This is an optimization exercise on Yosys and OpenROAD, whose aim is small area, a short achievable clock period and few clock cycles, not a production implementation.
The RTL was checked by simulation tests, not by an equivalence proof against the original design.
No run shown here takes its clock network from TritonCTS; it comes from the design's own scripts or RTL.
The clock input has no modelled driver; a real chip could not lean on it and would need a root buffer or a full tree.
No activity file was given, so power comes from the tool's default toggle rates.

==> standard.sh <==
#!/bin/bash
# synth_recipe.tcl (not shown) runs the flow's synth.tcl, then flattens the netlist and writes it again
# the make line also repeats each setting of config.mk as NAME=value (left out here)
make -C /OpenROAD-flow-scripts/flow DESIGN_CONFIG=/design/flow/config.mk WORK_HOME=/design/flow/orfs CLKGATE_MAP_FILE= SYNTH_SCRIPT=/design/flow/synth_recipe.tcl "${@:-finish}"
==> flow/run.sh <==
#!/bin/bash
HERE=$(cd "$(dirname "$0")" && pwd)
export PRE_CTS_TCL=$HERE/cts_manual.tcl
export CTS_MANUAL_NROOT=4
export CTS_MANUAL_NLEAF=0
export CTS_MANUAL_ROOTBUF=sky130_fd_sc_hd__clkbuf_16
export CTS_MANUAL_LEAFBUF=sky130_fd_sc_hd__clkbuf_16
export BUFFER_PORTS_ARGS="-buffer_cell sky130_fd_sc_hd__buf_2"
bash standard.sh > standard.log 2>&1
==> flow/cts_manual.tcl <==
# Hand-built balanced clock tree: the clock port drives NROOT buffers; each
# drives NLEAF leaf buffers (or, with NLEAF 0, the registers directly); each
# leaf drives one spatial cluster of the register clock pins. Clusters come
# from recursive bisection of the register positions, so every register sees
# the same number of buffers.
# Estimated clock load (fF) of one cluster driven from its centroid: pin
# capacitance plus wire, the wire taken as proportional to the total
# Manhattan distance of the pins from the centroid (fitted on earlier layouts).
proc mcts_cost {items} {
  set n [llength $items]
  if {$n == 0} { return 0 }
  set sx 0; set sy 0
  foreach s $items { set sx [expr {$sx + [lindex $s 1]}]; set sy [expr {$sy + [lindex $s 2]}] }
  set cx [expr {double($sx)/$n}]; set cy [expr {double($sy)/$n}]
  set st 0
  foreach s $items { set st [expr {$st + abs([lindex $s 1]-$cx) + abs([lindex $s 2]-$cy)}] }
  return [expr {1.75*$n + 0.0258*$st/1000.0}]
}
proc mcts_best {items k} {
  if {$k <= 1 || [llength $items] <= 1} { return [list [mcts_cost $items] [list $items]] }
  set k1 [expr {$k / 2}]
  set k2 [expr {$k - $k1}]
  set n [llength $items]
  set best [list 1e30 {}]
  foreach idx {1 2} {
    set sorted [lsort -integer -index $idx $items]
    set mid [expr {double($n) * $k1 / $k}]
    set lo [expr {max(1, int($mid * 0.8))}]
    set hi [expr {min($n-1, int(ceil($mid * 1.2)))}]
    for {set n1 $lo} {$n1 <= $hi} {incr n1} {
      set l [mcts_best [lrange $sorted 0 [expr {$n1-1}]] $k1]
      if {[lindex $l 0] >= [lindex $best 0]} { continue }
      set r [mcts_best [lrange $sorted $n1 end] $k2]
      set c [expr {max([lindex $l 0], [lindex $r 0])}]
      if {$c < [lindex $best 0]} {
        set best [list $c [concat [lindex $l 1] [lindex $r 1]]]
      }
    }
  }
  return $best
}
proc mcts_split {items k} {
  set b [mcts_best $items $k]
  puts "manual_cts: $k clusters, largest estimated load [format %.1f [lindex $b 0]] fF"
  return [lindex $b 1]
}
proc mcts_buffer {block master name innet items} {
  set sx 0; set sy 0
  foreach s $items { set sx [expr {$sx + [lindex $s 1]}]; set sy [expr {$sy + [lindex $s 2]}] }
  set cx [expr {int($sx / [llength $items])}]
  set cy [expr {int($sy / [llength $items])}]
  set inst [odb::dbInst_create $block $master $name]
  set net [odb::dbNet_create $block "${name}_net"]
  $net setSigType CLOCK
  [$inst findITerm A] connect $innet
  [$inst findITerm X] connect $net
  foreach s $items { set it [lindex $s 0]; $it disconnect; $it connect $net }
  $inst setLocation $cx $cy
  $inst setPlacementStatus PLACED
  return [list [$inst findITerm A] $cx $cy]
}
proc manual_cts {nroot nleaf rootbuf leafbuf} {
  set block [ord::get_db_block]
  set clknet [$block findNet clk]
  set sinks {}
  foreach it [$clknet getITerms] {
    set bb [[$it getInst] getBBox]
    lappend sinks [list $it [expr {([$bb xMin]+[$bb xMax])/2}] [expr {([$bb yMin]+[$bb yMax])/2}]]
  }
  set rm [[ord::get_db] findMaster $rootbuf]
  if {$nleaf == 0} {
    set i 0
    foreach g [mcts_split $sinks $nroot] {
      mcts_buffer $block $rm "clkroot_$i" $clknet $g
      puts "manual_cts: root $i drives [llength $g] registers"
      incr i
    }
  } else {
    set lm [[ord::get_db] findMaster $leafbuf]
    set groups [mcts_split $sinks [expr {$nroot*$nleaf}]]
    set leaves {}
    set i 0
    foreach g $groups {
      lappend leaves [mcts_buffer $block $lm "clkleaf_$i" $clknet $g]
      puts "manual_cts: leaf $i drives [llength $g] registers"
      incr i
    }
    set i 0
    foreach g [mcts_split $leaves $nroot] {
      mcts_buffer $block $rm "clkroot_$i" $clknet $g
      puts "manual_cts: root $i drives [llength $g] leaves"
      incr i
    }
  }
  set_propagated_clock [all_clocks]
}

# cts.tcl calls clock_tree_synthesis right after this hook; build the tree
# by hand instead.
rename clock_tree_synthesis orig_clock_tree_synthesis
proc clock_tree_synthesis {args} {
  manual_cts $::env(CTS_MANUAL_NROOT) $::env(CTS_MANUAL_NLEAF) \
    $::env(CTS_MANUAL_ROOTBUF) $::env(CTS_MANUAL_LEAFBUF)
}
==> design.v <==
`timescale 1ns/10ps
module LBP(  clk,reset,gray_addr,gray_req,gray_ready,gray_data,lbp_addr,lbp_valid,lbp_data,finish );
input           clk;
input           reset;
input           gray_ready;
input   [7:0]   gray_data;
output          gray_req;
output          lbp_valid;
output          finish;
output  [7:0]   lbp_data;
output  [13:0]  gray_addr;
output  [13:0]  lbp_addr;
reg             gray_req;    
reg             run;         
reg             lbp_valid;
reg             finish;
reg     [7:0]   lbp_data;
reg     [13:0]  lbp_addr;
reg     [6:0]   row;
reg     [6:0]   col;
reg     [2:0]   j;           
reg             eol;         
reg             lastrow;     
assign gray_addr = {row, col};
reg     [7:0]   p1, p2, p3, p4, p5, p6, p7, p8, p9;
reg             q1;
reg     [2:0]   q2, q3, q4, q5, q6, q7, q8;
reg     [3:0]   q9;
reg             b3;          
wire    [7:0]   x = gray_data;
function [1:0] cmpl;
    input [7:0] a;
    input [7:0] b;
    reg hgt, hlt, lge, lle;
    begin
        hgt = a[7:4] > b[7:4]; hlt = a[7:4] < b[7:4];
        lge = a[3:0] >= b[3:0]; lle = a[3:0] <= b[3:0];
        cmpl = {hgt | (~hlt & lge), hlt | (~hgt & lle)};
    end
endfunction
wire    [1:0]   cx9 = cmpl(x, p9);      
wire            done = eol & lastrow & (col == 7'd127);
always @(posedge clk or posedge reset)
begin
    if (reset) begin
        gray_req  <= 1'b0;
        run       <= 1'b0;
        finish    <= 1'b0;
        lbp_valid <= 1'b0;
    end else begin
        lbp_valid <= run & (j[2] | j[1]) & (row[6:1] != 6'd0);
        if (run) begin
            if (done) begin
                gray_req <= 1'b0;
                run      <= 1'b0;
                finish   <= 1'b1;
            end
        end else if (gray_ready & ~finish) begin
            gray_req <= 1'b1;
            run      <= 1'b1;
        end
    end
end
always @(posedge clk)
begin
    if (~run) begin
        row     <= 7'd0;
        col     <= 7'd0;
        j       <= 3'd0;
        eol     <= 1'b0;
        lastrow <= 1'b0;
    end else begin
        j     <= j + 3'd1;
        eol   <= (j == 3'd6);
        if (eol) begin
            row     <= row + 7'd1;
            lastrow <= (row == 7'd126);
            col     <= lastrow ? col - 7'd1 : col - 7'd7;
        end else
            col     <= col + 7'd1;
    end
end
always @(posedge clk)
begin
    p1 <= x;  p2 <= p1; p3 <= p2; p4 <= p3; p5 <= p4;
    p6 <= p5; p7 <= p6; p8 <= p7; p9 <= p8;
    q1 <= cx9[0];
    q2 <= {p8 >= p1, p9 >= p1, q1};
    q3 <= q2; q4 <= q3; q5 <= q4; q6 <= q5; q7 <= q6; q8 <= q7;
    q9 <= {p1 >= p8, q8};
    b3 <= p9 >= p8;
    lbp_data <= {cx9[1], p1 >= p9, q9[3], p8 >= p9, b3, q9[2:0]};
    lbp_addr <= {row - 7'd1, col - 7'd1};
end
endmodule
==> config.mk <==
export PLATFORM = sky130hd
export DESIGN_NAME = LBP
export DESIGN_NICKNAME = LBP
export VERILOG_FILES = /design/flow/design.v
export SDC_FILE = /design/flow/constraint.sdc
export NUM_CORES = 4
export LEC_CHECK = 0
export CAP_MARGIN = 20
export CORE_MARGIN = 2
export CORE_UTILIZATION = 50
export SETUP_SLACK_MARGIN = 2.45
export SLEW_MARGIN = 20
==> constraint.sdc <==
create_clock -name core_clock -period 4.0 [get_ports {clk}]
set_input_delay 0.8000 -clock core_clock [delete_from_list [all_inputs] [get_ports {clk}]]
set_output_delay 0.8000 -clock core_clock [all_outputs]
set_load 0.01 [all_outputs]
==> results of run 1 <==
Yosys cell counts, types with 4 or more instances:
master,instances
xnor2_1,7
mux2i_1,4
o21ai_0,7
xor2_1,11
inv_1,31
nor3_1,6
nand2b_1,8
dfxtp_1,140
nor2_1,19
and3_1,5
dfrtp_1,4
nand3_1,5
ha_1,39
a21oi_1,18
nand2_1,15
nand4_1,7
nor2b_1,4
layer usage:
layer  routed length [µm]  vias up  share of wire
met5                    0        -              0
met4                   53        0         0.0077
met3                  230        5          0.033
met2                 3290       30           0.48
met1                 3340     1235           0.48
li1                     -     1362              -
worst max-delay path, cell delays in order:
cell	delay (ps)
buf_6	100
ha_4	250
and3_4	210
nand2b_4	60
a22oi_2	120
o21ai_1	80
final timing paths:
kind	endpoint	slack (ps)
max	q1	2450
min	p6[4]	330
max reg2reg	col[4]	2490
min reg2reg	p6[4]	330
max in group asynchronous	run	3370
min in group asynchronous	finish	480
where the power goes:
part / leakage (nW) / internal [W] / total, W / switching (W)
Sequential: 1.23 / 0.00151 / 0.00154 / 0.0000259
Combinational: 1.13 / 0.0000680 / 0.000139 / 0.0000708
Clock: 0.0493 / 0.000188 / 0.000518 / 0.000330
kinds of logic (layout without fill, tap and decap cells):
group,Yosys count,count (layout)
buffers and inverters,36,95
DFF,144,144
AOI/OAI and AO/OA,51,51
muxes,4,4
xor gates and xnor gates,18,18
adders and majority gates,39,39
and+or+nand+nor,80,80
cell type report:
class / count / area [µm²] / area share
multi-input cells: 192 / 1640 / 0.309
plain buffers: 4 / 100 / 0.0189
inverters: 31 / 116 / 0.0219
well taps: 108 / 135 / 0.0255
repair buffers: 60 / 355 / 0.0670
flip-flops and latches: 144 / 2960 / 0.558
state kept, by name (all words and copies together) (netlist names), 4 cells and up:
name,count
col,7
lbp_addr,14
lbp_data,8
p1,8
p2,8
p3,8
p4,8
p5,8
p6,8
p7,8
p8,8
p9,8
q9,4
row,7
per-stage QoR:
step,total power (W),utilization
6_report,0.00220,0.608
5_1_grt,0.00229,0.608
4_1_cts,0.00220,0.583
3_5_place_dp,0.00169,0.557
3_3_place_gp,0.00169,0.557
2_1_floorplan,0.00165,-
timing repair:
action	CTS	global route
gates resized for setup	36	30
endpoints found under the setup margin	23	23
pin swaps	9	12
buffers inserted	2	9
hold buffers	0	0
==> impl_metrics.yaml, run 1 <==
outcome:
  outcome: "complete, no violations"
die:
  boundaryPins: 50
  rows: 34
  initial_utilization: 0.513
  total_die_area_mm2: 0.00973
  core_region_area_mm2: 0.00872
  die_w_um: 98.6
  die_h_um: 98.6
timing:
  hold_viol: 0
  final.period_utilization: 0.387
  clock.fmax_mhz: 646
  tightest_slew_ps: 521
  slew-limit-headroom: 0.653
  hold-worst-slack_ps: 332
  worst_clock_skew_ps: 7.96
  setup_viol_count_final: 0
  fin_worst_setup_slack_ps: 2450
  rsz_0062_raised_after_global_routing: "yes"
  timing.setup.tns_ps: 0
  report.final.slew_viol_count: 0
  period_needed_ps: 1550
synth:
  sequential_to_total_area_share_from_yosys_stat: 0.648
  synth-compound-area-share: 0.0724
  synth_edf_count: 0
  main_combinational_cell_family_by_area_after_synthesis: "adder cells"
  postSynthNetCount: 422
  synthesis.yosys.warnings: 1
  synth-seq-cells: 144
  synth_cells: 372
  asyncSetResetFlopFracSynth: 0.0278
  synth_fa_ha_area_frac: 0.109
  netlist_area_mm2: 0.00448
  synth_top_cell_area_share: 0.626
  fraction_of_synthesized_area_in_multiplexers: 0.00894
  synthesis.area_per_instance_um2: 12.0
  synth_largest_area_cell: "dfxtp_1"
  synth-simple-area-share: 0.0928
  yosys_cell_types: 44
  post_synth_xor_area_fraction: 0.0352
  ys_dominant_reg_cell: "dfxtp_1"
  synth_top_cells_by_area: "dfxtp_1 63%, ha_1 11%, inv_1 2.6%"
global_routing:
  vias_in_the_first_global_route: 2503
  grt_overflow_total: 0
  grt_pass1_wl_um: 11600
  grt_antenna_before_repair: 0
  grt_use_total: 0.139
  grt_most_used_layer: "met2"
  grt_util_met1: 0.201
  met3_usage: 0.0128
  grt_use_met2: 0.238
  grt_max_degree: 39
worst_setup_path:
  timing_worst_setup_path_type: "primary input to flip-flop"
  setup.worst_path.start: "gray_data[2]"
  cp_max_fo: 3
  required_ps: 4070
  cp.arrival_ps: 1620
  critical_path.reg2reg.startpoint: "col[0]"
  worst_r2r_path_depth: 6
  critPathLaunchType: "primary input"
  critical_path_capture_point_type: "flip-flop"
cts:
  worstSkewPairLatency_ps: 180
  clkSlewWorstSetupHoldPaths_ps: 120
hold_path:
  hold_path_startpoint: "p5[4]"
  hold_path_depth: 0
  worst_hold_path_type: "flip-flop to flip-flop"
route:
  detailedRoute.firstIterationViolations: 61
  antenna_left: 0
  via_count: 2632
  route.detailed.vias_per_inst: 4.88
  wire_per_inst_um: 12.8
  drt_pass1_iterations: 4
  routed_wl_um: 6920
  route.detailed.drc: 0
placement:
  finalWeightedCongestion: 0.778
  place_area_mm2: 0.00486
  place_inst: 524
  place.port_buffers: 49
  placement.setup.worst_slack_ps: 2220
  hpwlAfterDp_um: 4910
layout:
  fin_area_mm2: 0.00530
  fillCellCount: 724
  insertedDiodeCount: 0
  layout_commonest_cell: "dfxtp_1"
  design.final.nets: 483
  layout_common_cells: "123 x dfxtp_1, 44 x buf_2, 30 x ha_1"
  layout-area-overhead-vs-synth_pct: 18.4
  fin_cells: 539
  layout_cells_sized_above_1: 0.267
pwr:
  p_per_area_mw_per_mm2: 414
  power.leakage_nw: 2.40
  vdd_ir_drop_max_mv: 0.289
job:
  drv_cap: 0
Testbench counts, summed over its fixed seeds: cycles 258,060.
==> run 2: changes to the inputs <==
--- a/config.mk
+++ b/config.mk
@@ -9,4 +9,4 @@
 export CORE_MARGIN = 2
-export CORE_UTILIZATION = 50
-export SETUP_SLACK_MARGIN = 2.45
+export CORE_UTILIZATION = 55
+export SETUP_SLACK_MARGIN = 2.4
 export SLEW_MARGIN = 20
==> run 2 against run 1 <==
  * Synthesized area unchanged
  * First-iteration DRC count decreased by 15%
  * Worst hold slack gained 7.3 ps
  * Final cell count decreased by 2.6%
  * Sequential power barely moved
  * Wire length is 2.7% lower
  * Register-to-register slack lost 30 ps
  * Core utilization increased by 3.8 points
  * Total power shrank 0.66%
  * Sequential cell count unchanged
  * Clock skew increased by 1.1 ps
  * Largest power group unchanged
==> impl_metrics.yaml, run 2 <==
route:
  top_signal_layer_used: "met4"
  via_count: 2571
  m1WireLength_um: 3460
  detailedRoute.firstIterationViolations: 52
  drt_pass1_iterations: 4
  route.detailed.drc: 0
  met2RoutedLength_um: 2930
  antenna_left: 0
  routed_wl_um: 6730
  wire_per_inst_um: 12.8
  route.detailed.vias_per_inst: 4.90
  met3_wirelength_um: 253
cts:
  worstSkewPairLatency_ps: 180
  clkSlewWorstSetupHoldPaths_ps: 120
  cts_hold_buf: 0
die:
  boundaryPins: 50
  rows: 32
  die_w_um: 94.2
  initial_utilization: 0.573
  die_h_um: 94.2
  total_die_area_mm2: 0.00888
  core_region_area_mm2: 0.00781
synth:
  synth_common_cells: "140 x dfxtp_1, 39 x ha_1, 31 x inv_1"
  synth-simple-area-share: 0.0928
  postSynthNetCount: 422
  synthesis.yosys.warnings: 1
  synth_top_cell_area_share: 0.626
  ys_dominant_reg_cell: "dfxtp_1"
  main_combinational_cell_family_by_area_after_synthesis: "adder cells"
  synth_fa_ha_area_frac: 0.109
  synth-seq-cells: 144
  yosys.cell_count.top_type: "dfxtp_1"
  fraction_of_synthesized_area_in_multiplexers: 0.00894
  synth_largest_area_cell: "dfxtp_1"
  asyncSetResetFlopFracSynth: 0.0278
  synth-compound-area-share: 0.0724
  synthesis.area_per_instance_um2: 12.0
  netlist_area_mm2: 0.00448
  yosys_cell_types: 44
  sequential_to_total_area_share_from_yosys_stat: 0.648
  synth_top_cells_by_area: "dfxtp_1 63%, ha_1 11%, inv_1 2.6%"
  synth_cells: 372
  synth_edf_count: 0
  post_synth_xor_area_fraction: 0.0352
hold_path:
  hold_path_startpoint: "p7[5]"
  hold_path_depth: 0
  worst_hold_path_type: "flip-flop to flip-flop"
  hold-path-endpoint: "p8[5]"
timing:
  setup_viol_count_final: 0
  clock.fmax_mhz: 634
  period_needed_ps: 1580
  slew-limit-headroom: 0.644
  worst_clock_skew_ps: 9.01
  tightest_slew_ps: 534
  hold_viol: 0
  timing.setup.tns_ps: 0
  fin_worst_setup_slack_ps: 2420
  report.final.slew_viol_count: 0
  rsz_0062_raised_after_global_routing: "yes"
  final.period_utilization: 0.394
placement:
  finalWeightedCongestion: 0.836
  place.port_buffers: 49
  place_area_mm2: 0.00484
  placement.setup.worst_slack_ps: 2190
  hpwlAfterDp_um: 4880
global_routing:
  grt_antenna_before_repair: 0
  grt_pass1_wl_um: 11100
  grt_use_total: 0.153
  vias_in_the_first_global_route: 2367
  grt_max_degree: 39
  grt_overflow_total: 0
worst_setup_path:
  cp.arrival_ps: 1650
  reg2reg_to: "col[6]"
  critPathLaunchType: "primary input"
  critical_path_capture_point_type: "flip-flop"
  timing_worst_setup_path_type: "primary input to flip-flop"
  setup.worst_path.start: "gray_data[7]"
  setup_slack_reg_to_reg_ps: 2460
  cp_max_fo: 3
  worst_r2r_path_depth: 5
  required_ps: 4070
  critical_path.reg2reg.startpoint: "col[0]"
pwr:
  vdd_ir_drop_max_mv: 0.389
  total_power_w: 0.00218
  p_per_area_mw_per_mm2: 433
  power.leakage_nw: 2.33
layout:
  fillCellCount: 659
  layout_common_cells: "126 x dfxtp_1, 49 x buf_2, 36 x ha_1"
  largest_register: "lbp_addr"
  fin_area_mm2: 0.00504
  ff_latch_area_mm2: 0.00293
  multi_input_comb_area_mm2: 0.00150
  largest_register_ffs: 14
  layout_commonest_cell: "dfxtp_1"
  layout_cells_sized_above_1: 0.201
  insertedDiodeCount: 0
  design.final.nets: 475
  layout-area-overhead-vs-synth_pct: 12.6
outcome:
  outcome: "complete, no violations"
job:
  drv_cap: 0
-- run 2: cell counts after synthesis --
Identical to the previous run, type by type.
-- run 2: logic make-up after synthesis --
logic type / count (synthesis)
DFF: 144
buffers and inverters: 36
muxes: 4
and+or+nand+nor: 80
adders and majority gates: 39
AOI/OAI and AO/OA: 51
xor gates and xnor gates: 18
-- run 2: worst max path at each step --
stage | end | cells past startpoint | slack [ps]
after floorplan | q1 | 5 | 2390
after global placement | q1 | 6 | 2200
after detailed placement | q1 | 6 | 2190
after CTS | gray_addr[3] | 1 | 2350
after global routing | gray_addr[4] | 1 | 2390
final | lbp_data[7] | 5 | 2420
-- run 2: layout make-up --
class / count / area share
Inverter: 31 / 0.0231
Sequential cell: 144 / 0.581
Multi-Input combinational cell: 192 / 0.298
Timing Repair Buffer: 52 / 0.0531
Tap cell: 102 / 0.0253
Buffer: 4 / 0.0199
-- run 2: power by group --
part           switching, W  total (W)  internal (W)
clock network      0.000329   0.000516      0.000188
logic             0.0000635   0.000118     0.0000545
registers         0.0000270    0.00155       0.00152
total              0.000419    0.00218       0.00176
-- run 2: repair_timing --
action,in CTS,in global routing
setup buffers,0,3
endpoints found under the hold margin,0,0
pin swaps,1,2
endpoints found under the setup margin,18,9
resized for setup,16,9
-- run 2: per-stage QoR --
| stage | hold slack (ps) | utilization | cells |
|---|---|---|---|
| 5_1_grt | 344 | 0.646 | 525 |
| 3_5_place_dp | 312 | 0.620 | 518 |
| 6_report | 339 | 0.646 | 525 |
| 4_1_cts | 339 | 0.637 | 522 |
| 3_3_place_gp | 310 | 0.620 | 518 |
| 2_1_floorplan | 310 | - | 372 |
-- run 2: worst max-delay path, cell delays in order --
cell and delay (ps):
buf_2 120, ha_1 320, a21oi_1 160, o21ai_1 110
a21boi_0 140
-- run 2: routing by layer --
metal | vias to the layer above | global-route usage
met5 | - | 0
met4 | 0 | 0.0169
met3 | 5 | 0.0112
met2 | 37 | 0.248
met1 | 1181 | 0.232
li1 | 1348 | -
==> run 3: changes to the inputs <==
--- a/config.mk
+++ b/config.mk
@@ -9,3 +9,3 @@
 export CORE_MARGIN = 2
-export CORE_UTILIZATION = 55
+export CORE_UTILIZATION = 45
 export SETUP_SLACK_MARGIN = 2.4
==> run 3 against run 2 <==
  * Via count is 1.7% higher
  * Register-to-register slack worse by 20 ps
  * Worst hold slack worse by 2.3 ps
  * Combinational power hardly changed
  * Final area is 0.87% higher
  * Final cell count is 6.1% higher
  * Wire length is 2.0% higher
  * Sequential share of layout area is 0.33 points lower
  * Clock power hardly changed
==> impl_metrics.yaml, run 3 <==
synth:
  synthesis.yosys.warnings: 1
  ys_dominant_reg_cell: "dfxtp_1"
  netlist_area_mm2: 0.00448
  asyncSetResetFlopFracSynth: 0.0278
  synth_largest_area_cell: "dfxtp_1"
  synth_cells: 372
  synth_common_cells: "140 x dfxtp_1, 39 x ha_1, 31 x inv_1"
  synth_edf_count: 0
  synth-seq-cells: 144
  synthesis.area_per_instance_um2: 12.0
  synth_top_cell_area_share: 0.626
  synth_top_cells_by_area: "dfxtp_1 63%, ha_1 11%, inv_1 2.6%"
  yosys_cell_types: 44
  sequential_to_total_area_share_from_yosys_stat: 0.648
  yosys.cell_count.top_type: "dfxtp_1"
  postSynthNetCount: 422
die:
  die_w_um: 104
  boundaryPins: 50
  initial_utilization: 0.460
  rows: 36
  total_die_area_mm2: 0.0108
  die_h_um: 104
  core_region_area_mm2: 0.00973
layout:
  largest_register: "lbp_addr"
  layout_cells_sized_above_1: 0.208
  ff_latch_area_mm2: 0.00294
  fin_area_mm2: 0.00508
  layout_common_cells: "125 x dfxtp_1, 49 x buf_2, 37 x ha_1"
  insertedDiodeCount: 0
  layout_commonest_cell: "dfxtp_1"
  design.final.nets: 476
  fillCellCount: 881
  multi_input_comb_area_mm2: 0.00149
  largest_register_ffs: 14
  layout-area-overhead-vs-synth_pct: 13.6
global_routing:
  grt_overflow_total: 0
  grt_antenna_before_repair: 0
  vias_in_the_first_global_route: 2486
  grt_use_total: 0.125
  grt_max_degree: 39
  grt_pass1_wl_um: 11700
timing:
  setup_viol_count_final: 0
  period_needed_ps: 1570
  fin_worst_setup_slack_ps: 2430
  hold_viol: 0
  clock.fmax_mhz: 636
  slew-limit-headroom: 0.662
  timing.setup.tns_ps: 0
  report.final.slew_viol_count: 0
  final.period_utilization: 0.393
  worst_clock_skew_ps: 6.72
  rsz_0062_raised_after_global_routing: "yes"
  tightest_slew_ps: 506
route:
  antenna_left: 0
  routed_wl_um: 6860
  route.detailed.vias_per_inst: 4.69
  via_count: 2615
  route.detailed.drc: 0
  wire_per_inst_um: 12.3
  drt_pass1_iterations: 4
  detailedRoute.firstIterationViolations: 50
outcome:
  outcome: "complete, no violations"
worst_setup_path:
  cp_max_fo: 3
  critPathLaunchType: "primary input"
  crit_family: "adder cells"
  cell_chain_of_the_critical_path: "buf_2 -> ha_4 -> and3_4 -> nand2b_1 -> a22oi_2 -> o21ai_1"
  critical_path.reg2reg.startpoint: "p9[2]"
  setup.worst_path.start: "gray_data[3]"
  worst_path_max_delay_cell: "ha_4"
  critPathBufInv: 1
  timing_worst_setup_path_type: "primary input to flip-flop"
  required_ps: 4080
  setup_slack_reg_to_reg_ps: 2440
  critical_path_capture_point_type: "flip-flop"
  cp.arrival_ps: 1650
  critical_path_s_largest_stage_delay_ps: 270
pwr:
  seq_power_share: 0.708
  switching_share: 0.193
  net-switching-power_w: 0.000421
  power.leakage_nw: 2.33
  vdd_ir_drop_max_mv: 0.331
  p_per_area_mw_per_mm2: 429
  intPower_w: 0.00176
  share_of_power_burned_in_combinational_logic: 0.053
  clock_power_share: 0.238
placement:
  placement.setup.worst_slack_ps: 2190
  place_area_mm2: 0.00488
  hpwlAfterDp_um: 5120
  place.port_buffers: 49
  finalWeightedCongestion: 0.791
cts:
  cts_hold_buf: 0
  clkSlewWorstSetupHoldPaths_ps: 120
  worstSkewPairLatency_ps: 180
hold_path:
  hold_path_startpoint: "p7[2]"
  worst_hold_path_type: "flip-flop to flip-flop"
job:
  drv_cap: 0
## run 3: cell counts after synthesis
Identical to the previous run, type by type.
## run 3: per-layer routing
metal	vias up	track usage	wire length, µm
li1	1344	-	-
met1	1229	0.183	3560
met2	31	0.206	3010
met3	11	0.0101	164
met4	0	0.0241	135
met5	-	0	0
## run 3: what timing repair did
| action | CTS | global route |
|---|---|---|
| pin swaps | 1 | 3 |
| setup endpoints to repair | 21 | 14 |
| setup buffers | 0 | 4 |
| resized for setup | 16 | 15 |
## run 3: logic make-up (layout without fill, tap and decap cells)
kind of cell / after synthesis / in the layout / synth area share
flip-flops: 144 / 144 / 0.648
XOR/XNOR: 18 / 18 / 0.0352
adder cells (fa/ha/maj): 39 / 39 / 0.109
AND/OR/NAND/NOR: 80 / 80 / 0.0928
buffers and inverters: 36 / 88 / 0.0333
AO/OA/AOI/OAI: 51 / 51 / 0.0724
multiplexers: 4 / 4 / 0.00894
## run 3: worst paths after layout
kind                              to  cells after the start
hold reg to reg                p8[2]                      0
min in group asynchronous     finish                      2
hold / removal                 p8[2]                      0
setup reg to reg                  b3                      6
max in group asynchronous  lbp_valid                      2
setup / recovery                  q1                      6
## run 3: cell type report
type / instances / share of cell area
multi-input combinational: 192 / 0.293
timing repair buffer: 53 / 0.0541
inverter: 31 / 0.0229
buffer: 4 / 0.0197
tap: 133 / 0.0327
sequential: 144 / 0.578
## run 3: stage by stage
| step | hold WS [ps] | power, W | utilization | instances |
|---|---|---|---|---|
| after floorplan | 310 | 0.00164 | - | 372 |
| after global placement | 310 | 0.00169 | 0.501 | 549 |
| after CTS | 341 | 0.00220 | 0.514 | 553 |
| after detailed placement | 312 | 0.00169 | 0.501 | 549 |
| final | 337 | 0.00218 | 0.523 | 557 |
| after global routing | 345 | 0.00228 | 0.523 | 557 |
## run 3: power groups by stage
stage	logic (W)	clock network, W	registers [W]
floorplan	0.0000679	0	0.00158
global placement	0.000107	0	0.00158
global route	0.000135	0.000594	0.00155
CTS	0.000112	0.000537	0.00155
detailed placement	0.000111	0	0.00158
finish	0.000116	0.000519	0.00154
==> run 4: changes to the inputs <==
--- a/config.mk
+++ b/config.mk
@@ -9,3 +9,4 @@
 export CORE_MARGIN = 2
-export CORE_UTILIZATION = 45
+export CORE_UTILIZATION = 55
+export PLACE_DENSITY = 0.75
 export SETUP_SLACK_MARGIN = 2.4
==> run 4 against run 3 <==
  * Still clean on timing, DRC and antenna
  * Global-route usage grew 2.8 points
  * Wire length shrank 1.8%
  * Register-to-register slack gained 20 ps
  * Final area grew 0.57%
  * Die area shrank 18%
  * First-iteration DRC count grew 100%
  * Synthesized area is the same
  * Sequential share of layout area shrank 0.35 points
  * Clock power is essentially flat
  * Total power grew 0.37%
  * Via count shrank 1.3%
  * Fmax grew 0.24%
  * Critical path type unchanged
  * Critical endpoint unchanged
  * Largest power group unchanged
==> impl_metrics.yaml, run 4 <==
worst_setup_path:
  critical_path_capture_point_type: "flip-flop"
  timing_worst_setup_path_type: "primary input to flip-flop"
  cp.arrival_ps: 1650
  critPathLaunchType: "primary input"
  required_ps: 4080
  cp_max_fo: 3
pwr:
  p_per_area_mw_per_mm2: 428
  seq_power_share: 0.706
  switching_share: 0.193
  vdd_ir_drop_max_mv: 0.295
  net-switching-power_w: 0.000422
  clock_power_share: 0.236
  power.leakage_nw: 2.35
  intPower_w: 0.00177
  share_of_power_burned_in_combinational_logic: 0.057
global_routing:
  vias_in_the_first_global_route: 2493
  grt_use_total: 0.153
  grt_antenna_before_repair: 0
  grt_max_degree: 38
  grt_pass1_wl_um: 11200
  grt_overflow_total: 0
cts:
  clkSlewWorstSetupHoldPaths_ps: 120
  cts_hold_buf: 0
  worstSkewPairLatency_ps: 180
route:
  via_count: 2581
  wire_per_inst_um: 12.8
  antenna_left: 0
  route.detailed.vias_per_inst: 4.90
  routed_wl_um: 6740
  drt_pass1_iterations: 4
  route.detailed.drc: 0
  detailedRoute.firstIterationViolations: 102
timing:
  report.final.slew_viol_count: 0
  slew-limit-headroom: 0.656
  tightest_slew_ps: 516
  setup_viol_count_final: 0
  hold_viol: 0
  worst_clock_skew_ps: 8.19
  final.period_utilization: 0.392
  timing.setup.tns_ps: 0
  period_needed_ps: 1570
  clock.fmax_mhz: 638
  hold-worst-slack_ps: 336
  rsz_0062_raised_after_global_routing: "yes"
layout:
  largest_register_ffs: 14
  final_util: 0.655
  largest_register: "lbp_addr"
  layout_commonest_cell: "dfxtp_1"
  layout-area-overhead-vs-synth_pct: 14.2
  layout_cells_sized_above_1: 0.226
  design.final.nets: 477
  multi_input_comb_area_mm2: 0.00153
  fin_area_mm2: 0.00511
  ff_latch_area_mm2: 0.00294
  layout_common_cells: "124 x dfxtp_1, 46 x buf_2, 35 x ha_1"
  fillCellCount: 612
  insertedDiodeCount: 0
  fin_cells: 527
synth:
  synth_top_cell_area_share: 0.626
  synth_common_cells: "140 x dfxtp_1, 39 x ha_1, 31 x inv_1"
  postSynthNetCount: 422
  yosys.cell_count.top_type: "dfxtp_1"
  ys_dominant_reg_cell: "dfxtp_1"
  asyncSetResetFlopFracSynth: 0.0278
  synth_edf_count: 0
  sequential_to_total_area_share_from_yosys_stat: 0.648
  synth-seq-cells: 144
  synth_cells: 372
  yosys_cell_types: 44
  synthesis.area_per_instance_um2: 12.0
  synth_largest_area_cell: "dfxtp_1"
  synthesis.yosys.warnings: 1
  netlist_area_mm2: 0.00448
  synth_top_cells_by_area: "dfxtp_1 63%, ha_1 11%, inv_1 2.6%"
outcome:
  outcome: "complete, no violations"
die:
  initial_utilization: 0.573
  total_die_area_mm2: 0.00888
  die_h_um: 94.2
  die_w_um: 94.2
  core_region_area_mm2: 0.00781
  rows: 32
  boundaryPins: 50
placement:
  place.port_buffers: 49
  hpwlAfterDp_um: 5030
  finalWeightedCongestion: 0.850
  place_area_mm2: 0.00484
  place_inst: 518
job:
  drv_cap: 0
hold_path:
  worst_hold_path_type: "flip-flop to flip-flop"
run 4: cell counts after synthesis:
No cell type changed its count.
run 4: path summary, 6_finish.rpt:
kind | start | to | slack, ps | cells after the start
worst max-delay path | gray_data[2] | q1 | 2430 | 6
worst min-delay path | p2[6] | p3[6] | 340 | 0
worst max register to register | col[0] | col[4] | 2460 | 6
worst min register to register | p2[6] | p3[6] | 340 | 0
max in group asynchronous | reset | finish | 3400 | 2
min in group asynchronous | reset | gray_req | 470 | 2
run 4: what timing repair did:
item                       in CTS  in global routing
setup endpoints to repair      18                 17
hold endpoints to repair        0                  0
pin swaps                       0                  8
resized for setup              15                 28
setup buffers                   0                  5
run 4: cells by family (layout without fill, tap and decap cells):
family / Yosys count / count (layout) / share of synthesized area
AOI/OAI and AO/OA: 51 / 51 / 0.0724
xor gates and xnor gates: 18 / 18 / 0.0352
and+or+nand+nor: 80 / 80 / 0.0928
DFF: 144 / 144 / 0.648
muxes: 4 / 4 / 0.00894
adders and majority gates: 39 / 39 / 0.109
buffers and inverters: 36 / 89 / 0.0333
run 4: through the flow:
stage	setup WS (ps)	total power [W]
after detailed placement	2220	0.00169
final	2430	0.00219
after CTS	2370	0.00219
after global placement	2240	0.00168
after floorplan	2390	0.00164
after global routing	2330	0.00228
run 4: layer usage:
layer,wire [µm],track usage,part of all wire,vias to the layer above
met5,0,0,0,-
met4,45,0.0109,0.0067,0
met3,221,0.0152,0.033,4
met2,3160,0.260,0.47,41
met1,3310,0.223,0.49,1186
li1,-,-,-,1350
run 4: final cells by class:
| cell class | instances | area share |
|---|---|---|
| Multi-Input combinational cell | 192 | 0.299 |
| Sequential cell | 144 | 0.574 |
| Tap cell | 102 | 0.0250 |
| Timing Repair Buffer | 54 | 0.0590 |
| Buffer | 4 | 0.0196 |
| Inverter | 31 | 0.0232 |
run 4: critical path: stages:
cell and delay [ps]:
buf_6 100, ha_4 260, and3_4 210, nand2b_1 70, a22oi_2 140, o21ai_1 80
run 4: power by group through the flow:
stage | Combinational (W) | Clock (W) | Sequential, W
floorplan | 0.0000679 | 0 | 0.00158
global placement | 0.000105 | 0 | 0.00158
detailed placement | 0.000111 | 0 | 0.00158
CTS | 0.000114 | 0.000530 | 0.00155
global route | 0.000145 | 0.000582 | 0.00156
finish | 0.000126 | 0.000517 | 0.00155
==> run 5: changes to the inputs <==
--- a/config.mk
+++ b/config.mk
@@ -10,3 +10,3 @@
 export CORE_UTILIZATION = 55
-export PLACE_DENSITY = 0.75
+export PLACE_DENSITY = 0.45
 export SETUP_SLACK_MARGIN = 2.4
==> run 5 against run 4 <==
  * Sequential share of layout area is 0.68 points higher
  * Critical endpoint is now lbp_data[7]
  * Synthesized area stayed put
  * Combinational power is 6% lower
  * Critical path depth is 1 lower
  * Via count is 0.39% lower
  * Worst setup slack worse by 10 ps
  * Final cell count is 0.38% lower
  * Die area stayed put
  * Critical path type unchanged
  * Largest cell class unchanged
  * Highest routed layer unchanged
  * Clock skew is 0.81 ps higher
==> impl_metrics.yaml, run 5 <==
outcome:
  outcome: "complete, no violations"
synth:
  ys_dominant_reg_cell: "dfxtp_1"
  synthesis.area_per_instance_um2: 12.0
  synth_top_cell_area_share: 0.626
  asyncSetResetFlopFracSynth: 0.0278
  synth_cells: 372
  synthesis.yosys.warnings: 1
  sequential_to_total_area_share_from_yosys_stat: 0.648
  synth_edf_count: 0
  synth-seq-cells: 144
  synth_largest_area_cell: "dfxtp_1"
  netlist_area_mm2: 0.00448
  yosys.cell_count.top_type: "dfxtp_1"
  postSynthNetCount: 422
  yosys_cell_types: 44
  synth_top_cells_by_area: "dfxtp_1 63%, ha_1 11%, inv_1 2.6%"
  synth_common_cells: "140 x dfxtp_1, 39 x ha_1, 31 x inv_1"
placement:
  place.port_buffers: 49
  place_inst: 518
  placement.setup.worst_slack_ps: 2190
  finalWeightedCongestion: 0.836
  hpwlAfterDp_um: 4880
worst_setup_path:
  cp.arrival_ps: 1650
  cp_max_fo: 3
  timing_worst_setup_path_type: "primary input to flip-flop"
  critical_path.reg2reg.startpoint: "col[0]"
  critPathLaunchType: "primary input"
  critical_path_capture_point_type: "flip-flop"
  required_ps: 4070
  setup.worst_path.start: "gray_data[7]"
timing:
  fin_worst_setup_slack_ps: 2420
  tightest_slew_ps: 534
  clock.fmax_mhz: 634
  report.final.slew_viol_count: 0
  timing.setup.tns_ps: 0
  slew-limit-headroom: 0.644
  rsz_0062_raised_after_global_routing: "yes"
  worst_clock_skew_ps: 9.01
  setup_viol_count_final: 0
  final.period_utilization: 0.394
  period_needed_ps: 1580
  hold_viol: 0
layout:
  design.final.nets: 475
  layout-area-overhead-vs-synth_pct: 12.6
  ff_latch_area_mm2: 0.00293
  multi_input_comb_area_mm2: 0.00150
  fin_cells: 525
  layout_commonest_cell: "dfxtp_1"
  layout_common_cells: "126 x dfxtp_1, 49 x buf_2, 36 x ha_1"
  fillCellCount: 659
  final_util: 0.646
  largest_register: "lbp_addr"
  insertedDiodeCount: 0
  layout_cells_sized_above_1: 0.201
  largest_register_ffs: 14
global_routing:
  grt_use_met2: 0.248
  vias_in_the_first_global_route: 2367
  grt_max_degree: 39
  grt_antenna_before_repair: 0
  met3_usage: 0.0112
  grt_most_used_layer: "met2"
  grt_overflow_total: 0
  grt_pass1_wl_um: 11100
  grt_util_met1: 0.232
  grt_use_total: 0.153
pwr:
  power.leakage_nw: 2.33
  p_per_area_mw_per_mm2: 433
  total_power_w: 0.00218
  switching_share: 0.192
  share_of_power_burned_in_combinational_logic: 0.054
  intPower_w: 0.00176
  seq_power_share: 0.709
  clock_power_share: 0.237
  net-switching-power_w: 0.000419
  vdd_ir_drop_max_mv: 0.389
hold_path:
  worst_hold_path_type: "flip-flop to flip-flop"
  hold_path_startpoint: "p7[5]"
die:
  die_h_um: 94.2
  boundaryPins: 50
  rows: 32
  core_region_area_mm2: 0.00781
  initial_utilization: 0.573
  die_w_um: 94.2
  total_die_area_mm2: 0.00888
route:
  detailedRoute.firstIterationViolations: 52
  wire_per_inst_um: 12.8
  route.detailed.drc: 0
  route.detailed.vias_per_inst: 4.90
  drt_pass1_iterations: 4
  via_count: 2571
  antenna_left: 0
  routed_wl_um: 6730
cts:
  clkSlewWorstSetupHoldPaths_ps: 120
  worstSkewPairLatency_ps: 180
  cts_hold_buf: 0
job:
  drv_cap: 0
## run 5: cell counts after synthesis
No cell type changed its count.
## run 5: stage by stage
step,instance area [µm²],hold WS [ps]
global route,5040,344
finish,5040,339
global placement,4840,310
detailed placement,4840,312
CTS,4970,339
floorplan,4500,310
## run 5: worst max-delay path, stage by stage
cell      delay [ps]
buf_2            120
ha_1             320
a21oi_1          160
o21ai_1          110
a21boi_0         140
## run 5: power groups by stage
stage	logic, W	clock network, W	registers [W]
after CTS	0.000113	0.000531	0.00155
after floorplan	0.0000679	0	0.00158
after global placement	0.000108	0	0.00158
final	0.000118	0.000516	0.00155
after detailed placement	0.000111	0	0.00158
after global routing	0.000136	0.000579	0.00156
## run 5: worst paths after layout
| check | slack (ps) | depth (start not counted) | end |
|---|---|---|---|
| worst max-delay path | 2420 | 5 | lbp_data[7] |
| worst min-delay path | 340 | 0 | p8[5] |
| worst max register to register | 2460 | 5 | col[6] |
| worst min register to register | 340 | 0 | p8[5] |
| max in group asynchronous | 3380 | 2 | gray_req |
| min in group asynchronous | 470 | 2 | finish |
## run 5: what timing repair did
action / 4_1_cts / 5_1_grt
pin swaps: 1 / 2
hold endpoints to repair: 0 / 0
setup endpoints to repair: 18 / 9
gates resized for setup: 16 / 9
buffers inserted: 0 / 3
## run 5: routing by layer
metal,vias up,part of all wire
li1,1348,-
met1,1181,0.51
met2,37,0.43
met3,5,0.038
met4,0,0.013
met5,-,0
## run 5: logic make-up (layout without fill, tap and decap cells)
| family | Yosys count | in the layout | share of synthesized area |
|---|---|---|---|
| AND/OR/NAND/NOR | 80 | 80 | 0.0928 |
| buffers and inverters | 36 | 87 | 0.0333 |
| XOR/XNOR | 18 | 18 | 0.0352 |
| flip-flops | 144 | 144 | 0.648 |
| AO/OA/AOI/OAI | 51 | 51 | 0.0724 |
| adder cells (fa/ha/maj) | 39 | 39 | 0.109 |
| multiplexers | 4 | 4 | 0.00894 |
## run 5: cell type report
class                           instances  area share
Buffer                                  4      0.0199
Multi-Input combinational cell        192       0.298
Sequential cell                       144       0.581
Inverter                               31      0.0231
Timing Repair Buffer                   52      0.0531
Tap cell                              102      0.0253
==> run 6: changes to the inputs <==
--- a/config.mk
+++ b/config.mk
@@ -9,4 +9,3 @@
 export CORE_MARGIN = 2
-export CORE_UTILIZATION = 55
-export PLACE_DENSITY = 0.45
+export CORE_UTILIZATION = 50
 export SETUP_SLACK_MARGIN = 2.4
==> run 6 against run 5 <==
  * Synthesized cell count unchanged
  * Sequential power about the same
  * Die area up 9.6%
  * Still clean
  * Largest cell class unchanged
  * Register-to-register slack about the same
  * Fmax down 0.98%
==> impl_metrics.yaml, run 6 <==
layout:
  fin_area_mm2: 0.00502
  largest_register: "lbp_addr"
  layout_common_cells: "126 x dfxtp_1, 49 x buf_2, 37 x ha_1"
  largest_register_ffs: 14
  layout-area-overhead-vs-synth_pct: 12.2
  insertedDiodeCount: 0
  layout_commonest_cell: "dfxtp_1"
  fin_cells: 529
  layout_cells_sized_above_1: 0.197
  design.final.nets: 473
outcome:
  outcome: "complete, no violations"
global_routing:
  grt_max_degree: 39
  vias_in_the_first_global_route: 2387
  grt_use_total: 0.136
  grt_overflow_total: 0
  grt_pass1_wl_um: 11300
  grt_antenna_before_repair: 0
placement:
  finalWeightedCongestion: 0.804
  hpwlAfterDp_um: 4950
  place_inst: 524
  placement.setup.worst_slack_ps: 2150
  place.port_buffers: 49
  place_area_mm2: 0.00485
timing:
  tightest_slew_ps: 489
  rsz_0062_raised_after_global_routing: "yes"
  slew-limit-headroom: 0.674
  report.final.slew_viol_count: 0
  hold_viol: 0
  clock.fmax_mhz: 628
  setup_viol_count_final: 0
  worst_clock_skew_ps: 9.48
  final.period_utilization: 0.398
  timing.setup.tns_ps: 0
  period_needed_ps: 1590
  fin_worst_setup_slack_ps: 2410
synth:
  synth_edf_count: 0
  yosys.cell_count.top_type: "dfxtp_1"
  synth_top_cell_area_share: 0.626
  synth_cells: 372
  synth_top_cells_by_area: "dfxtp_1 63%, ha_1 11%, inv_1 2.6%"
  netlist_area_mm2: 0.00448
  synth-seq-cells: 144
  synthesis.area_per_instance_um2: 12.0
  synth_largest_area_cell: "dfxtp_1"
  asyncSetResetFlopFracSynth: 0.0278
  synth_common_cells: "140 x dfxtp_1, 39 x ha_1, 31 x inv_1"
  yosys_cell_types: 44
  sequential_to_total_area_share_from_yosys_stat: 0.648
  ys_dominant_reg_cell: "dfxtp_1"
  synthesis.yosys.warnings: 1
  postSynthNetCount: 422
route:
  routed_wl_um: 6780
  route.detailed.vias_per_inst: 4.82
  detailedRoute.firstIterationViolations: 43
  drt_pass1_iterations: 4
  via_count: 2552
  wire_per_inst_um: 12.8
  antenna_left: 0
  route.detailed.drc: 0
worst_setup_path:
  setup_slack_reg_to_reg_ps: 2450
  required_ps: 4070
  worst_r2r_path_depth: 5
  timing_worst_setup_path_type: "primary input to flip-flop"
  critPathLaunchType: "primary input"
  cp.arrival_ps: 1660
  critical_path_capture_point_type: "flip-flop"
  cp_max_fo: 3
pwr:
  p_per_area_mw_per_mm2: 433
  vdd_ir_drop_max_mv: 0.350
  total_power_w: 0.00217
  power.leakage_nw: 2.31
die:
  rows: 34
  die_w_um: 98.6
  boundaryPins: 50
  die_h_um: 98.6
  total_die_area_mm2: 0.00973
  initial_utilization: 0.513
  core_region_area_mm2: 0.00872
hold_path:
  hold_path_depth: 0
  worst_hold_path_type: "flip-flop to flip-flop"
cts:
  cts_hold_buf: 0
  clkSlewWorstSetupHoldPaths_ps: 120
  worstSkewPairLatency_ps: 180
job:
  drv_cap: 0
run 6: changes by cell type in the layout (fill, tap and decap cells not counted), moves of 2 or more:
cell | previous run | this run
buf_4 | 3 | 1
dfxtp_2 | 11 | 8
dfxtp_4 | 3 | 6
inv_1 | 31 | 29
inv_2 | 0 | 2
run 6: cell families after synthesis:
family / count (synthesis) / synth area share
flip-flops: 144 / 0.648
AND/OR/NAND/NOR: 80 / 0.0928
AO/OA/AOI/OAI: 51 / 0.0724
adder cells (fa/ha/maj): 39 / 0.109
buffers and inverters: 36 / 0.0333
XOR/XNOR: 18 / 0.0352
multiplexers: 4 / 0.00894
run 6: metal layers:
metal,vias to the layer above,part of all wire,track usage
met3,12,0.023,0.00780
met2,30,0.43,0.216
met5,-,0,0
li1,1346,-,-
met4,0,0.020,0.0232
met1,1164,0.53,0.211
run 6: worst max-delay path, cell delays in order:
cell      delay (ps)
buf_2            120
ha_1             310
nand4_1          160
a21oi_1          160
a21boi_0         110
run 6: path summary, 6_finish.rpt:
| path | startpoint | end |
|---|---|---|
| max in group asynchronous | reset | lbp_valid |
| max | gray_data[7] | lbp_data[7] |
| max reg2reg | p9[3] | lbp_data[4] |
| min reg2reg | b3 | lbp_data[3] |
| min | b3 | lbp_data[3] |
| min in group asynchronous | reset | finish |
run 6: through the flow:
stage | utilization | hold slack [ps]
final | 0.576 | 339
after global routing | 0.576 | 344
after CTS | 0.570 | 341
after detailed placement | 0.556 | 312
after global placement | 0.556 | 310
after floorplan | - | 310
run 6: area by class of cell:
class	instances	area (µm²)
fillers	757	3700
flip-flops and latches	144	2940
multi-input cells	192	1480
repair buffers	50	253
well taps	108	135
inverters	31	116
plain buffers	4	100
run 6: repair_timing:
item	CTS	global route
endpoints found under the setup margin	19	14
cloned	0	0
buffers inserted	0	1
gates resized for setup	15	13
pin swaps	1	2
endpoints found under the hold margin	0	0
run 6: power by group:
group | total (W) | switching (W) | internal (W)
registers | 0.00154 | 0.0000261 | 0.00152
logic | 0.000112 | 0.0000608 | 0.0000515
clock network | 0.000517 | 0.000330 | 0.000188
total | 0.00217 | 0.000417 | 0.00176
==> run 7: changes to the inputs <==
--- a/config.mk
+++ b/config.mk
@@ -7,3 +7,3 @@
 export LEC_CHECK = 0
-export CAP_MARGIN = 20
+export CAP_MARGIN = 0
 export CORE_MARGIN = 2
@@ -11,2 +11,2 @@
 export SETUP_SLACK_MARGIN = 2.4
-export SLEW_MARGIN = 20
+export SLEW_MARGIN = 0
==> run 7 against run 6 <==
  * Sequential share of layout area unchanged
  * Wire length unchanged
  * First-iteration DRC count unchanged
  * Combinational power about the same
  * Global-route usage unchanged
  * Clock skew unchanged
  * Final cell count unchanged
  * Via count unchanged
  * Critical path depth unchanged
  * Sequential cell count unchanged
  * Worst hold slack unchanged
  * Synthesized area unchanged
  * Critical endpoint unchanged
  * Highest routed layer unchanged
==> impl_metrics.yaml, run 7 <==
global_routing:
  grt_antenna_before_repair: 0
  vias_in_the_first_global_route: 2387
  grt_pass1_wl_um: 11300
  grt_overflow_total: 0
  grt_use_total: 0.136
  grt_max_degree: 39
route:
  via_count: 2552
  antenna_left: 0
  detailedRoute.firstIterationViolations: 43
  drt_pass1_iterations: 4
  route.detailed.vias_per_inst: 4.82
  wire_per_inst_um: 12.8
  route.detailed.drc: 0
  routed_wl_um: 6780
timing:
  worst_clock_skew_ps: 9.48
  report.final.slew_viol_count: 0
  clock.fmax_mhz: 628
  fin_worst_setup_slack_ps: 2410
  timing.setup.tns_ps: 0
  rsz_0062_raised_after_global_routing: "yes"
  tightest_slew_ps: 489
  setup_viol_count_final: 0
  final.period_utilization: 0.398
  period_needed_ps: 1590
  slew-limit-headroom: 0.674
  hold_viol: 0
placement:
  place_inst: 524
  finalWeightedCongestion: 0.804
  place.port_buffers: 49
  hpwlAfterDp_um: 4950
  placement.setup.worst_slack_ps: 2150
worst_setup_path:
  reg2reg_to: "lbp_data[4]"
  crit_family: "adder cells"
  setup_slack_reg_to_reg_ps: 2450
  critical_path_capture_point_type: "flip-flop"
  required_ps: 4070
  cell_chain_of_the_critical_path: "buf_2 -> ha_1 -> nand4_1 -> a21oi_1 -> a21boi_0"
  cp.arrival_ps: 1660
  worst_path_max_delay_cell: "ha_1"
  worst_r2r_path_depth: 5
  critPathLaunchType: "primary input"
  critical_path.reg2reg.startpoint: "p9[3]"
  critical_path_s_largest_stage_delay_ps: 310
  critPathBufInv: 1
  cp_max_fo: 3
  timing_worst_setup_path_type: "primary input to flip-flop"
die:
  rows: 34
  boundaryPins: 50
  total_die_area_mm2: 0.00973
  die_w_um: 98.6
  die_h_um: 98.6
  core_region_area_mm2: 0.00872
  initial_utilization: 0.513
synth:
  synth_largest_area_cell: "dfxtp_1"
  synth_cells: 372
  synth_common_cells: "140 x dfxtp_1, 39 x ha_1, 31 x inv_1"
  synth-seq-cells: 144
  synth_top_cell_area_share: 0.626
  ys_dominant_reg_cell: "dfxtp_1"
  synth_edf_count: 0
  yosys.cell_count.top_type: "dfxtp_1"
  synth_top_cells_by_area: "dfxtp_1 63%, ha_1 11%, inv_1 2.6%"
  postSynthNetCount: 422
  yosys_cell_types: 44
  synthesis.yosys.warnings: 1
  sequential_to_total_area_share_from_yosys_stat: 0.648
  asyncSetResetFlopFracSynth: 0.0278
  synthesis.area_per_instance_um2: 12.0
  netlist_area_mm2: 0.00448
pwr:
  power.leakage_nw: 2.31
  vdd_ir_drop_max_mv: 0.350
  total_power_w: 0.00217
  p_per_area_mw_per_mm2: 433
layout:
  design.final.nets: 473
  layout_commonest_cell: "dfxtp_1"
  layout_common_cells: "126 x dfxtp_1, 49 x buf_2, 37 x ha_1"
  largest_register: "lbp_addr"
  layout_cells_sized_above_1: 0.197
  layout-area-overhead-vs-synth_pct: 12.2
  insertedDiodeCount: 0
  fin_cells: 529
  largest_register_ffs: 14
job:
  drv_cap: 0
cts:
  clkSlewWorstSetupHoldPaths_ps: 120
  cts_hold_buf: 0
  worstSkewPairLatency_ps: 180
hold_path:
  hold_path_startpoint: "b3"
  worst_hold_path_type: "flip-flop to flip-flop"
  hold-path-endpoint: "lbp_data[3]"
  hold_path_depth: 0
outcome:
  outcome: "complete, no violations"
==> run 7: worst register-to-register path, stage by stage, from the launching register on <==
cell and delay (ps):
dfxtp_1 350, inv_2 70, ha_1 310, and3_1 220, a221oi_1 300, o221ai_1 180
==> run 7: cell type report <==
| class | count | area (µm²) |
|---|---|---|
| inverters | 31 | 116 |
| flip-flops and latches | 144 | 2940 |
| well taps | 108 | 135 |
| fillers | 757 | 3700 |
| plain buffers | 4 | 100 |
| repair buffers | 50 | 253 |
| multi-input cells | 192 | 1480 |
==> run 7: cell families after synthesis <==
| kind of cell | count (synthesis) | share of synthesized area |
|---|---|---|
| DFF | 144 | 0.648 |
| and+or+nand+nor | 80 | 0.0928 |
| AOI/OAI and AO/OA | 51 | 0.0724 |
| adders and majority gates | 39 | 0.109 |
| buffers and inverters | 36 | 0.0333 |
| xor gates and xnor gates | 18 | 0.0352 |
| muxes | 4 | 0.00894 |
==> run 7: worst max-delay path by stage <==
| stage | startpoint | to | slack, ps | depth (start not counted) |
|---|---|---|---|---|
| 2_1_floorplan | gray_data[2] | q1 | 2390 | 5 |
| 3_3_place_gp | gray_data[7] | lbp_data[7] | 2210 | 5 |
| 3_5_place_dp | gray_data[7] | lbp_data[7] | 2150 | 5 |
| 4_1_cts | col[3] | gray_addr[3] | 2350 | 1 |
| 5_1_grt | gray_data[7] | lbp_data[7] | 2360 | 5 |
| 6_report | gray_data[7] | lbp_data[7] | 2410 | 5 |
==> run 7: power by group <==
| part | internal [W] | total [W] | leakage, nW | switching (W) |
|---|---|---|---|---|
| registers | 0.00152 | 0.00154 | 1.22 | 0.0000261 |
| logic | 0.0000515 | 0.000112 | 1.04 | 0.0000608 |
| clock network | 0.000188 | 0.000517 | 0.0493 | 0.000330 |
==> run 7: what timing repair did <==
action                     4_1_cts  5_1_grt
setup endpoints to repair       19       14
buffers inserted                 0        1
gates resized for setup         15       13
pin swaps                        1        2
==> run 7: through the flow <==
step	area [µm²]	hold WS, ps	util
finish	5020	339	0.576
detailed placement	4850	312	0.556
global placement	4850	310	0.556
CTS	4970	341	0.570
floorplan	4500	310	-
global route	5020	344	0.576
==> run 7: routing by layer <==
metal	share of wire	track usage	vias up
met3	0.023	0.00780	12
met1	0.53	0.211	1164
met5	0	0	-
li1	-	-	1346
met4	0.020	0.0232	0
met2	0.43	0.216	30
==> run 8: changes to the inputs <==
==> flow/run.sh (replaced) <==
#!/bin/bash
HERE=$(cd "$(dirname "$0")" && pwd)
export PRE_CTS_TCL=$HERE/cts_manual.tcl
export CTS_MANUAL_NROOT=4
export CTS_MANUAL_NLEAF=2
export CTS_MANUAL_ROOTBUF=sky130_fd_sc_hd__clkbuf_8
export CTS_MANUAL_LEAFBUF=sky130_fd_sc_hd__clkbuf_8
export BUFFER_PORTS_ARGS="-buffer_cell sky130_fd_sc_hd__buf_2"
bash standard.sh > standard.log 2>&1
--- a/config.mk
+++ b/config.mk
@@ -7,6 +7,6 @@
 export LEC_CHECK = 0
-export CAP_MARGIN = 0
+export CAP_MARGIN = 20
 export CORE_MARGIN = 2
 export CORE_UTILIZATION = 50
-export SETUP_SLACK_MARGIN = 2.4
-export SLEW_MARGIN = 0
+export SETUP_SLACK_MARGIN = 2.3
+export SLEW_MARGIN = 20
==> run 8 against run 7 <==
  * Total power rose by 5.9%
  * Fmax fell by 4.4%
  * Clock power rose by 26%
  * Worst setup slack got worse by 73 ps
  * Largest power group unchanged
  * Global-route usage fell by 0.10 points
  * Still clean on timing, DRC and antenna
  * Via count rose by 2.3%
==> impl_metrics.yaml, run 8 <==
worst_setup_path:
  setup_slack_reg_to_reg_ps: 2460
  timing_worst_setup_path_type: "flip-flop to primary output"
  crit_family: "flip-flops"
  critical_path_capture_point_type: "primary output"
  cp_max_fo: 12
  critical_path_cell_count: 1
  worst_r2r_path_depth: 6
  critical_path_s_largest_stage_delay_ps: 430
  critPathBufInv: 1
  critPathLaunchType: "flip-flop"
  worst_path_max_delay_cell: "dfxtp_4"
  cell_chain_of_the_critical_path: "buf_2"
  cp.arrival_ps: 870
  required_ps: 3200
synth:
  yosys.cell_count.top_type: "dfxtp_1"
  synthesis.area_per_instance_um2: 12.0
  synth-seq-cells: 144
  synth_top_cells_by_area: "dfxtp_1 63%, ha_1 11%, inv_1 2.6%"
  netlist_area_mm2: 0.00448
  sequential_to_total_area_share_from_yosys_stat: 0.648
  ys_dominant_reg_cell: "dfxtp_1"
  synth_largest_area_cell: "dfxtp_1"
  synth_cells: 372
  asyncSetResetFlopFracSynth: 0.0278
  synth_top_cell_area_share: 0.626
  synth_common_cells: "140 x dfxtp_1, 39 x ha_1, 31 x inv_1"
  synthesis.yosys.warnings: 1
  yosys_cell_types: 44
  postSynthNetCount: 422
  synth_edf_count: 0
placement:
  placement.setup.worst_slack_ps: 2180
  place.port_buffers: 49
  finalWeightedCongestion: 0.770
  hpwlAfterDp_um: 4780
  place_area_mm2: 0.00482
layout:
  layout_commonest_cell: "dfxtp_1"
  fin_area_mm2: 0.00502
  layout_common_cells: "126 x dfxtp_1, 49 x buf_2, 39 x ha_1"
  layout_cells_sized_above_1: 0.189
  insertedDiodeCount: 0
  largest_register: "lbp_addr"
  layout-area-overhead-vs-synth_pct: 12.2
  largest_register_ffs: 14
  design.final.nets: 480
timing:
  timing.setup.tns_ps: 0
  setup_viol_count_final: 0
  worst_clock_skew_ps: 19.2
  final.period_utilization: 0.417
  period_needed_ps: 1670
  clock.fmax_mhz: 600
  slew-limit-headroom: 0.657
  fin_worst_setup_slack_ps: 2330
  report.final.slew_viol_count: 0
  hold_viol: 0
  rsz_0062_raised_after_global_routing: "yes"
  tightest_slew_ps: 514
global_routing:
  grt_overflow_total: 0
  grt_pass1_wl_um: 11200
  grt_use_total: 0.135
  vias_in_the_first_global_route: 2482
  grt_antenna_before_repair: 0
  grt_max_degree: 20
die:
  die_h_um: 98.6
  boundaryPins: 50
  initial_utilization: 0.513
  total_die_area_mm2: 0.00973
  die_w_um: 98.6
  core_region_area_mm2: 0.00872
  rows: 34
route:
  drt_pass1_iterations: 4
  routed_wl_um: 6500
  detailedRoute.firstIterationViolations: 88
  via_count: 2611
  antenna_left: 0
  wire_per_inst_um: 12.1
  route.detailed.drc: 0
  route.detailed.vias_per_inst: 4.87
pwr:
  vdd_ir_drop_max_mv: 0.412
  p_per_area_mw_per_mm2: 458
  power.leakage_nw: 2.35
  total_power_w: 0.00230
cts:
  clkSlewWorstSetupHoldPaths_ps: 100
  worstSkewPairLatency_ps: 290
  cts.repair_timing.setup_buffer_count: 0
  cts_hold_buf: 0
outcome:
  outcome: "complete, no violations"
hold_path:
  hold_path_depth: 0
  worst_hold_path_type: "flip-flop to flip-flop"
job:
  drv_cap: 0
==> run 8: cell count changes in the layout (fill, tap and decap cells not counted), sizes merged <==
cell,change
buf,-1
clkbuf,+8
==> run 8: cell families after synthesis <==
kind of cell | Yosys count | share of synthesized area
adder cells (fa/ha/maj) | 39 | 0.109
AND/OR/NAND/NOR | 80 | 0.0928
flip-flops | 144 | 0.648
multiplexers | 4 | 0.00894
XOR/XNOR | 18 | 0.0352
AO/OA/AOI/OAI | 51 | 0.0724
buffers and inverters | 36 | 0.0333
==> run 8: cell type report <==
class,count,area [µm²]
Inverter,31,116
Fill cell,732,3700
Timing Repair Buffer,49,245
Tap cell,108,135
Buffer,12,165
Sequential cell,144,2930
Multi-Input combinational cell,192,1430
==> run 8: path summary, 6_finish.rpt <==
check / from / end
max reg2reg: p9[3] / b3
min reg2reg: q7[2] / q8[2]
max in group asynchronous: reset / gray_req
min: q7[2] / q8[2]
max: col[3] / gray_addr[3]
min in group asynchronous: reset / finish
==> run 8: routing by layer <==
layer / vias to the layer above / GRT usage / wire length [µm]
met2: 49 / 0.222 / 2840
li1: 1354 / - / -
met3: 14 / 0.0135 / 228
met5: - / 0 / 0
met1: 1194 / 0.195 / 3270
met4: 0 / 0.0316 / 165
==> run 8: stage by stage <==
stage / utilization / hold slack, ps / cells
2_1_floorplan: - / 310 / 372
3_3_place_gp: 0.553 / 310 / 524
3_5_place_dp: 0.553 / 312 / 524
4_1_cts: 0.574 / 330 / 536
5_1_grt: 0.576 / 342 / 536
6_report: 0.576 / 329 / 536
==> run 8: what timing repair did <==
item                                    4_1_cts  5_1_grt
endpoints found under the hold margin         0        0
resized for setup                            14        5
endpoints found under the setup margin       13        5
pin swaps                                     0        0
==> run 8: power by group <==
group	leakage (nW)	internal [W]	switching, W
Sequential	1.22	0.00152	0.0000253
Clock	0.0863	0.000272	0.000380
Combinational	1.04	0.0000485	0.0000581
Total	2.35	0.00184	0.000463

afterwards: timing with drivers on the ports:
No port has a modelled driver above. Below, the same layouts with a new extraction and two added sets of constraints. Step 1: set_driving_cell puts a clkbuf_16 on clk and a buf_2 on each other input, an assumption about the parent block. Step 2, shift: input delay + t, output delay - t, t = (earliest + latest rising clock arrival at the registers) / 2. This alone moves slack from input paths to output paths. a / b / c = ideal / step 1 / step 2; a / b = the first two.
run | t, ns | setup WS [ns] | cell pins on the clock port's net
run 1 | 0.254 | 2.453 / 2.402 / 2.244 | 4
run 2 | 0.252 | 2.422 / 2.350 / 2.228 | 4
run 3 | 0.249 | 2.429 / 2.365 / 2.236 | 4
run 4 | 0.249 | 2.432 / 2.363 / 2.227 | 4
run 5 | 0.252 | 2.422 / 2.350 / 2.228 | 4
run 6 | 0.252 | 2.406 / 2.346 / 2.212 | 4
run 7 | 0.252 | 2.406 / 2.346 / 2.212 | 4
run 8 | 0.339 | 2.333 / 2.273 / 2.188 | 4
After both steps every run listed still meets setup and hold. The setup slack of run 1, which loses most, moves by -0.051 ns with the drivers and by -0.209 ns with both steps.
